What follows belongs to an exercise in optimizing a design on an open flow for small area; a production flow would make more cautious choices. Function was checked by simulation only, so behaviour that the tests miss may differ from the original. No activity file was given, so power comes from the tool's default toggle rates.

==> tundra <==
// ntt_bf2x2_top
module ntt_bf2x2_top (
    input  wire         clk,
    input  wire         reset_n,
    input  wire         zeroize,
    input  wire [2:0]   mode,
    input  wire         enable,
    input  wire [183:0] uvw_i,
    input  wire [275:0] pw_uvw_i,
    input  wire         accumulate,
    output wire [91:0]  uv_o,
    output wire [91:0]  pwo_uv_o,
    output wire         ready_o
);
==> flow/config.mk <==
export PLATFORM = sky130hd
export DESIGN_NAME = ntt_bf2x2_top
export DESIGN_NICKNAME = ntt_bf2x2_top
export VERILOG_FILES = /design/flow/design.v
export SDC_FILE = /design/flow/constraint.sdc
export NUM_CORES = 4
export LEC_CHECK = 0
export CAP_MARGIN = 30
export CORE_MARGIN = 2
export CORE_UTILIZATION = 35
export PLACE_DENSITY = 0.5
export SLEW_MARGIN = 30
export SYNTH_HIERARCHICAL = 1
==> flow/constraint.sdc <==
create_clock -name core_clock -period 11.0 [get_ports {clk}]
set_input_delay 2.2000 -clock core_clock [delete_from_list [all_inputs] [get_ports {clk}]]
set_output_delay 2.2000 -clock core_clock [all_outputs]
set_load 0.01 [all_outputs]
run.sh (not shown) runs the stock make flow with config.mk's settings and CLKGATE_MAP_FILE= SYNTH_SCRIPT=/design/flow/synth_recipe.tcl, a recipe that flattens the netlist after the stock synthesis.
==> lagoon (differences from tundra) <==
==> flow/flow/run.sh (new file) <==
#!/bin/bash
# The standard layout (the standard.sh, standard synthesis included), with
# one change: the input and output ports are buffered with the smallest
# buffer cell instead of the default delay-buffer cell. Timing repair later
# resizes any port buffer that needs more drive.
set -euo pipefail
export BUFFER_PORTS_ARGS="-buffer_cell sky130_fd_sc_hd__buf_1"
# make's own output; each ORFS step also writes its full log under orfs/logs/
bash standard.sh > standard_make.log 2>&1
==> flow/standard.sh (new file) <==
#!/bin/bash
# synth_recipe.tcl (not shown) runs the flow's synth.tcl, then flattens the netlist and writes it again
# the make line also repeats each setting of config.mk as NAME=value (left out here)
make -C /OpenROAD-flow-scripts/flow DESIGN_CONFIG=/design/flow/config.mk WORK_HOME=/design/flow/orfs CLKGATE_MAP_FILE= SYNTH_SCRIPT=/design/flow/synth_recipe.tcl "${@:-finish}"
CORE_UTILIZATION = 60   (was 35)
CTS_CLUSTER_DIAMETER = 100   (was default)
CTS_CLUSTER_SIZE = 25   (was default)
PLACE_DENSITY = 0.75   (was 0.5)
removed: flow/run.sh
==> qor summary <==
Data required time at the worst endpoint: tundra 11.76 ns; lagoon 11.67 ns
Final clock skew: tundra 0.0966 ns; lagoon 0.0644 ns
Proportion of layout cells with a drive suffix above 1: tundra 7.57%; lagoon 5.43%
Final worst-path cycle share: tundra 90.0%; lagoon 92.2%
Final std cells w/o fill: tundra 19061; lagoon 16260
Met2 capacity usage during global routing: tundra 38.4%; lagoon 57.3%
Register share of the cell area: tundra 26.0%; lagoon 28.2%
Met1 routing resource usage after global routing: tundra 32.2%; lagoon 46.8%
FP Rows: tundra 238; lagoon 182
Tap cell instance count: tundra 5640; lagoon 3220
First-pass GRT wire length: tundra 742000 um; lagoon 692000 um
Area of the multi-input gates: tundra 93600 um^2; lagoon 93600 um^2
Minimum clock period after layout: tundra 9.90 ns; lagoon 10.14 ns
Hold Crit Endpoint: tundra u_bf2x2.bf_inst00.h2[4]; lagoon u_bf2x2.bf_inst01.w4[16]
Critical hold path startpoint: tundra u_bf2x2.bf_inst00.h1[4]; lagoon u_bf2x2.bf_inst01.w3[16]
Sw power: tundra 15400 uW; lagoon 14600 uW
Area of the core: tundra 421000 um^2; lagoon 246000 um^2
Run status: tundra no timing/DRC/antenna violations; lagoon no timing/DRC/antenna violations
Die boundary width: tundra 655 um; lagoon 501 um
Worst-path cell with the longest stage delay: tundra dfstp_2; lagoon fa_1
Fmax: tundra 101 MHz; lagoon 98.6 MHz
Met3 demand-to-capacity share in global routing: tundra 3.64%; lagoon 11.0%
Placed Area: tundra 155000 um^2; lagoon 148000 um^2

==> inputs of run R <==
Another version of the RTL of ntt_bf2x2_top (not shown whole).
// ntt_bf2x2_top
module ntt_bf2x2_top (
    input  wire         clk,
    input  wire         reset_n,
    input  wire         zeroize,
    input  wire [2:0]   mode,
    input  wire         enable,
    input  wire [183:0] uvw_i,
    input  wire [275:0] pw_uvw_i,
    input  wire         accumulate,
    output wire [91:0]  uv_o,
    output wire [91:0]  pwo_uv_o,
    output wire         ready_o
);
clock: 11.0 ns
lec_check: 0
cap_margin: 30
core_margin: 2
core_utilization: 70
cts_cluster_diameter: 80
cts_cluster_size: 16
place_density: 0.85
slew_margin: 30
synth_hierarchical: 1
standard.sh (not shown) runs the stock make flow with config.mk's settings and CLKGATE_MAP_FILE= SYNTH_SCRIPT=/design/flow/synth_recipe.tcl, a recipe that flattens the netlist after the stock synthesis.
==> flow/flow/run.sh <==
#!/bin/bash
# The standard layout (the standard.sh, standard synthesis included), with
# two changes:
#  - the input and output ports are buffered with the smallest buffer cell
#    instead of the default delay-buffer cell (timing repair later resizes any
#    port buffer that needs more drive);
#  - clock tree synthesis clusters at most 16 registers within 80 um per
#    clkbuf_8 leaf buffer and inserts no dummy loads.
set -euo pipefail
export BUFFER_PORTS_ARGS="-buffer_cell sky130_fd_sc_hd__buf_1"
export CTS_ARGS="-sink_clustering_enable -repair_clock_nets -sink_clustering_size 16 -sink_clustering_max_diameter 80 -dont_use_dummy_load -buf_list sky130_fd_sc_hd__clkbuf_8"
# make's own output; each ORFS step also writes its full log under orfs/logs/
bash standard.sh > standard_make.log 2>&1
==> run C (differences from run R) <==
--- a/flow/design.v
+++ b/flow/design.v
@@ -1735,13 +1735,13 @@
             sr_r  <= {~sr_s[23], sr_s[22:0]};
             h1 <= ar_h; h2 <= h1; h3 <= h2; h4 <= h3;
             xa <= ({23{sx_v}} & opv[g]) | ({23{sx_g}} & umv_h);
         end
         ntt_corr_sub u_cumv (.d(umv_r), .r(umv));
         ntt_corr_add u_car  (.s(ar_r), .r(ar));
-        ntt_corr_sub u_csr  (.d(sr_r), .r(sr));
+        assign sr  = corr_sub(sr_r);
         ntt_div2 u_har (.x(ar), .r(ar_h));
         ntt_div2 u_hum (.x(umv), .r(umv_h));
         ntt_mult_reduction u_mul (.clk(clk), .a_i(xa), .b_i(mul_b), .res_o(p4));
         assign u_o[g]  = ({23{ou_ar}} & ar) | ({23{ou_d4}} & h4) | ({23{ou_p4}} & p4) | ({23{ou_umv}} & umv);
         assign v_o[g]  = ({23{ov_sr}} & sr) | ({23{ov_p4}} & p4);
         assign pw_o[g] = {23{pwo_mode}} & u_o[g];
- CORE_UTILIZATION: 70 -> 60
- PLACE_DENSITY: 0.85 -> 0.75
==> qor summary <==
	run C	run R
Run status	no timing/DRC/antenna violations	no timing/DRC/antenna violations
Vias in the first global route	94,661	94,830
# rows	172	159
IR drop worst, VDD	0.8239 mV	0.6812 mV
Switching power share of the total	46.96%	46.53%
Total clock buffers created by CTS	166	161
First drt pass iteration count	14	30
Time the worst path needs with I/O delays and setup	9.782 ns	9.907 ns
Global routing usage on met2	58.74%	68.16%
Power in sequential cells	0.0118 W	0.0116 W
Internal cell power	0.02637 W	0.02589 W
Worst hold endpoint	u_bf2x2.bf[2].h2[11]$_DFF_P_	u_bf2x2.w11_reg[56]$_DFF_P_
Starting DRC count in detailed routing	10,908	10,452
Power Density	359.5 nW/um2	351.9 nW/um2
First-pass GRT wire length	632.2 mm	622.4 mm
Worst Skew	0.1207 ns	0.08726 ns
Routed via count divided by cell count	6.271	6.540
FMAX	0.1022 GHz	0.1009 GHz
Launch instance of the worst min-delay path	u_bf2x2.bf[2].h1[11]$_DFF_P_	u_bf2x2.w11_reg[79]$_DFF_P_
DR vias	92,207	91,668
Half-perimeter wire length after placement	339.5 mm	330.6 mm

## afterwards: timing with drivers on the ports
Ports are ideal in the flow. The routed layouts listed here were re-timed in OpenROAD. Step 1: set_driving_cell puts a clkbuf_16 on clk and a buf_2 on each other input, an assumption about the parent block. Step 2 moves the port delays by t, midway between the first and last clock arrival at a register: inputs arrive t later, outputs are due t later. That takes back most of the time a late clock gives input paths. Three values: ideal ports, drivers, drivers and shift; two values: the first two.
run	t, ns	setup slack, ns	worst slew at a driven data input, ns	cell pins on the clock port's net
tundra	1.046	1.100 / 1.100 / 1.100	0.14	1
lagoon	0.920	0.857 / 0.857 / 0.857	0.29	1
run R	1.030	1.093 / 1.093 / 1.093	0.24	1
run C	1.033	1.218 / 1.218 / 1.218	0.23	1
After both steps every run listed still meets setup and hold.
